From an optimization exercise on the open Yosys and OpenROAD flow, aimed at small area, a short achievable clock period and few clock cycles; shortcuts taken in it are not production practice. Only simulation tests tie the RTL to the original design; equivalence was not proved. Power and IR drop assume default switching activity.

// MSDAP
module MSDAP (
	input         Sclk,
	input         Start,
	input         Reset_n,
	input         Frame,
	input  [15:0] InputL,
	input  [15:0] InputR,
	output        InReady,
	output        OutReady,
	output        OutputL,
	output        OutputR
);
	reg  [15:0] inl, inr;
	reg         rdy;
	reg         fr;           
	reg         dph;          
	reg         st_q, sr_q;   
	reg  [7:0]  wcnt;         
	reg  [5:0]  t;
	reg  [6:0]  nsamp;
	reg         comp;         
	reg         cpa;          
	wire xfer = Frame && rdy;
	wire kill = !Start || (dph && !Reset_n);
	wire clr  = st_q || sr_q;
	wire w_r   = (wcnt < 8'd16);
	wire w_s   = (wcnt == 8'd144);
	reg  ins;                 
	reg  rdy_ins;             
	reg  first;
	reg  rdy_ins_q;
	wire insb  = fr && rdy_ins_q;     
	wire ins_s = ins && dph;
	wire tap_go    = fr && !w_r && !w_s;
	wire tap_start = fr && (wcnt == 8'd15);
	wire lap_end   = (t[4:0] == 5'd31);
	wire [5:0] t_n     = st_q ? 6'd0 : t + 6'd1;
	wire [7:0] wcnt_n  = st_q ? 8'd0 : (fr && !w_s) ? wcnt + 8'd1 : wcnt;
	wire [6:0] nsamp_n = clr ? 7'd0 : (ins_s && nsamp != 7'd64) ? nsamp + 7'd1 : nsamp;
	wire       pendL_n, pendR_n;
	wire       pload, yfull_n;
	wire [5:0] ocnt_n;
	wire       early_n = comp && !lap_end && !cpa && ({2'b0, t_n[4:0]} >= nsamp) &&
	                     (!yfull_n || ocnt_n <= 6'd1);
  ...
For scale: about 12000 cells after synthesis, ~5800 flip-flops, roughly 40 I/O pins.
Settings: LEC_CHECK=0, CAP_MARGIN=20, CORE_MARGIN=2, CORE_UTILIZATION=40, PLACE_DENSITY=0.6, SLEW_MARGIN=20; clock period 12.0 ns.
standard.sh (not shown) runs the stock make flow with config.mk's settings and CLKGATE_MAP_FILE= SYNTH_SCRIPT=/design/flow/synth_recipe.tcl, a recipe that flattens the netlist after the stock synthesis.
==> flow/flow/run.sh <==
#!/bin/bash
# Layout flow: the standard flow (standard.sh: unchanged synthesis and
# steps) with other knob values.  Timing repair aims well past the 12 ns
# clock (repair_timing works until the setup slack reaches
# SETUP_SLACK_MARGIN) and may resize cells to any footprint; the die is
# denser and the clock tree clusters more sinks per buffer.  The
# constraints (constraint.sdc) are not changed.
set -euo pipefail
cd "$(dirname "$0")/.."
bash standard.sh SETUP_SLACK_MARGIN=8.2 MATCH_CELL_FOOTPRINT=0 \
	CORE_UTILIZATION=55 PLACE_DENSITY=0.68 \
	CTS_CLUSTER_SIZE=30 CTS_CLUSTER_DIAMETER=80 \
	finish > flow_standard.log 2>&1
The first run ran to the end with no violations.
Testbench counts at the start, summed over its fixed seeds: cycles 25,881.
Change:
--- a/flow/design.v
+++ b/flow/design.v
@@ -27,20 +27,21 @@
 	input             insb,      
 	input             wclr,      
 	input             tap_go,    
 	input             tap_start, 
 	input             rst,       
 	input             va_n,      
 	input             vb_n,      
 	input             first,     
 	input      [13:0] corr,      
 	input             cpa,       
+	input             cpa2,      
 	input             pload,     
 	output            pend_n,    
 	output            obit
 );
 	reg [15:0] X [0:63];
 	integer i;
 	always @(posedge clk) begin
 		for (i = 0; i < 64; i = i + 1)
 			if (!ins)
 				X[i] <= X[(i + 1) % 64];
@@ -170,23 +171,31 @@
 	reg  [6:0]  nc;
 	always @(posedge clk) begin
 		a0 <= r0;
 		a1 <= r1;
 		a2 <= r2;
 		nc <= (first ? 7'd0 : nc) + {6'd0, bda[7]} + {6'd0, bdb[7]};
 	end
 	wire [39:0] f0, f1;
 	msdap_fin fin (.nc(nc), .corr(corr), .a0(a0), .a1(a1), .a2(a2), .r0(f0), .r1(f1));
 	reg  [39:0] y, sh;
+	reg  [19:0] h0, h1;
+	reg         hc;
+	wire [20:0] lo = {1'b0, f0[19:0]} + {1'b0, f1[19:0]};
 	always @(posedge clk) begin
+		h0 <= f0[39:20];
+		h1 <= f1[39:20];
+		hc <= lo[20];
 		if (cpa)
-			y <= f0 + f1;
+			y[19:0] <= lo[19:0];
+		if (cpa2)
+			y[39:20] <= h0 + h1 + {19'd0, hc};
 		sh <= pload ? y : {sh[38:0], 1'b0};
 	end
 	assign obit = sh[39];
 endmodule
 module msdap_tree (
 	input  [23:0] ha, hb,
 	input  [7:0] oa, ta, na, ob, tb, nb,
 	input  [39:0] a0,
 	input  [39:0] a1,
 	input  [39:0] a2,
@@ -3111,20 +3120,21 @@
 	reg  [15:0] inl, inr;
 	reg         rdy;
 	reg         fr;           
 	reg         dph;          
 	reg         st_q, sr_q;   
 	reg  [7:0]  wcnt;         
 	reg  [5:0]  t;
 	reg  [6:0]  nsamp;
 	reg         comp;         
 	reg         cpa;          
+	reg         cpa2;         
 	wire xfer = Frame && rdy;
 	wire kill = !Start || (dph && !Reset_n);
 	wire clr  = st_q || sr_q;
 	wire w_r   = (wcnt < 8'd16);
 	wire w_s   = (wcnt == 8'd144);
 	reg  ins;                 
 	reg  rdy_ins;             
 	reg  first;
 	reg  rdy_ins_q;
 	wire insb  = fr && rdy_ins_q;     
@@ -3138,56 +3148,57 @@
 	wire       pendL_n, pendR_n;
 	wire       pload, yfull_n;
 	wire [5:0] ocnt_n;
 	wire       early_n = comp && !lap_end && !cpa && ({2'b0, t_n[4:0]} >= nsamp) &&
 	                     (!yfull_n || ocnt_n <= 6'd1);
 	wire       comp_n  = !clr && (lap_end ? ins_s : (comp && !early_n));
 	wire       cpa_n   = !clr && ((lap_end && comp) || early_n);
 	wire [5:0]  kk     = (t_n[4:0] == 5'd0) ? 6'd32 : {1'b0, t_n[4:0]};
 	wire [13:0] kmul   = kk * 14'd21845;
 	reg  [13:0] corr;
-	wire [1:0] ahead = {1'b0, yfull_n} + {1'b0, cpa_n} + {1'b0, comp_n};
+	wire [1:0] ahead = {1'b0, yfull_n} + {1'b0, cpa_n || cpa} + {1'b0, comp_n};
 	wire outok = (ahead == 2'd0) || (ahead == 2'd1 && ocnt_n <= 6'd35);
 	wire free  = !pendL_n && !pendR_n;
 	wire rdy_n = (wcnt_n < 8'd16) ? (t_n[4:0] == 5'd30) :
 	             (wcnt_n < 8'd144) ? (free && !xfer) :
 	             (t_n[4:0] == 5'd30) && free && outok;
 	always @(posedge Sclk) begin
 		inl   <= InputL;
 		inr   <= InputR;
 		fr    <= xfer;
 		st_q  <= !Start;
 		sr_q  <= Start && dph && !Reset_n;
 		rdy   <= rdy_n && !kill && !clr;
 		rdy_ins <= (wcnt_n < 8'd16) || (wcnt_n >= 8'd144);
 		ins   <= xfer && rdy_ins;
 		rdy_ins_q <= rdy_ins;
+		cpa2  <= cpa && !clr;
 		first <= (t_n[4:0] == 5'd0);
 		t     <= t_n;
 		wcnt  <= wcnt_n;
 		nsamp <= nsamp_n;
 		comp  <= comp_n;
 		cpa   <= cpa_n;
 		corr  <= 14'd0 - kmul;
 		dph   <= !st_q && (dph || (xfer && wcnt == 8'd143));
 	end
 	wire va_n = {1'b0, t_n} < nsamp_n;
 	wire vb_n = {1'b0, ~t_n[5], t_n[4:0]} < nsamp_n;
 	wire wclr = (wcnt == 8'd0);
 	msdap_channel chL (
 		.clk(Sclk), .t(t), .din(inl), .ins(ins), .insb(insb), .wclr(wclr),
 		.tap_go(tap_go), .tap_start(tap_start), .rst(st_q),
-		.va_n(va_n), .vb_n(vb_n), .first(first), .corr(corr), .cpa(cpa),
+		.va_n(va_n), .vb_n(vb_n), .first(first), .corr(corr), .cpa(cpa), .cpa2(cpa2),
 		.pload(pload), .pend_n(pendL_n), .obit(OutputL)
 	);
 	msdap_channel chR (
 		.clk(Sclk), .t(t), .din(inr), .ins(ins), .insb(insb), .wclr(wclr),
 		.tap_go(tap_go), .tap_start(tap_start), .rst(st_q),
-		.va_n(va_n), .vb_n(vb_n), .first(first), .corr(corr), .cpa(cpa),
+		.va_n(va_n), .vb_n(vb_n), .first(first), .corr(corr), .cpa(cpa), .cpa2(cpa2),
 		.pload(pload), .pend_n(pendR_n), .obit(OutputR)
 	);
 	msdap_piso out (
-		.clk(Sclk), .clear(clr), .kill(kill), .ycap(cpa),
+		.clk(Sclk), .clear(clr), .kill(kill), .ycap(cpa2),
 		.pload(pload), .ocnt_n(ocnt_n), .yfull_n(yfull_n), .OutReady(OutReady)
 	);
 	assign InReady = rdy;
 endmodule
Outcome: The new run produced a clean layout. Final area came out higher by 0.37%. Fmax came out higher by about 3%. Via count came out lower by about 0.6%. Flip-flop and latch count came out higher by 83. Die area came out higher by about 0.5%. Combinational power came out lower by about 60%. Synthesized area came out higher by 0.52%. Total power came out lower by about 5%.
Testbench counts after the change, summed over its fixed seeds: cycles 25,889.

what the ideal ports hide:
The flow's constraints put no driver on any port. The routed layouts listed below were extracted and timed again, unchanged, in two steps.
Step 1, drivers: a clkbuf_16 drives Sclk and a buf_2 each remaining input, both assumed.
Step 2 also shifts input and output timing later by t, the mid clock arrival at the registers, as if the neighbouring blocks saw the same clock.
Three values: no drivers, after step 1, after step 2; two values: the first two.
run | t (ns) | slack for setup (ns) | clock arrival spread, ns | pins driven straight from the clock port
the first run | 1.059 | 7.894 / 7.894 / 7.894 | 0.089 / 0.089 | 1
the second run | 1.028 | 8.017 / 7.915 / 8.221 | 0.065 / 0.065 | 1
After both steps setup and hold are still met in every run listed.
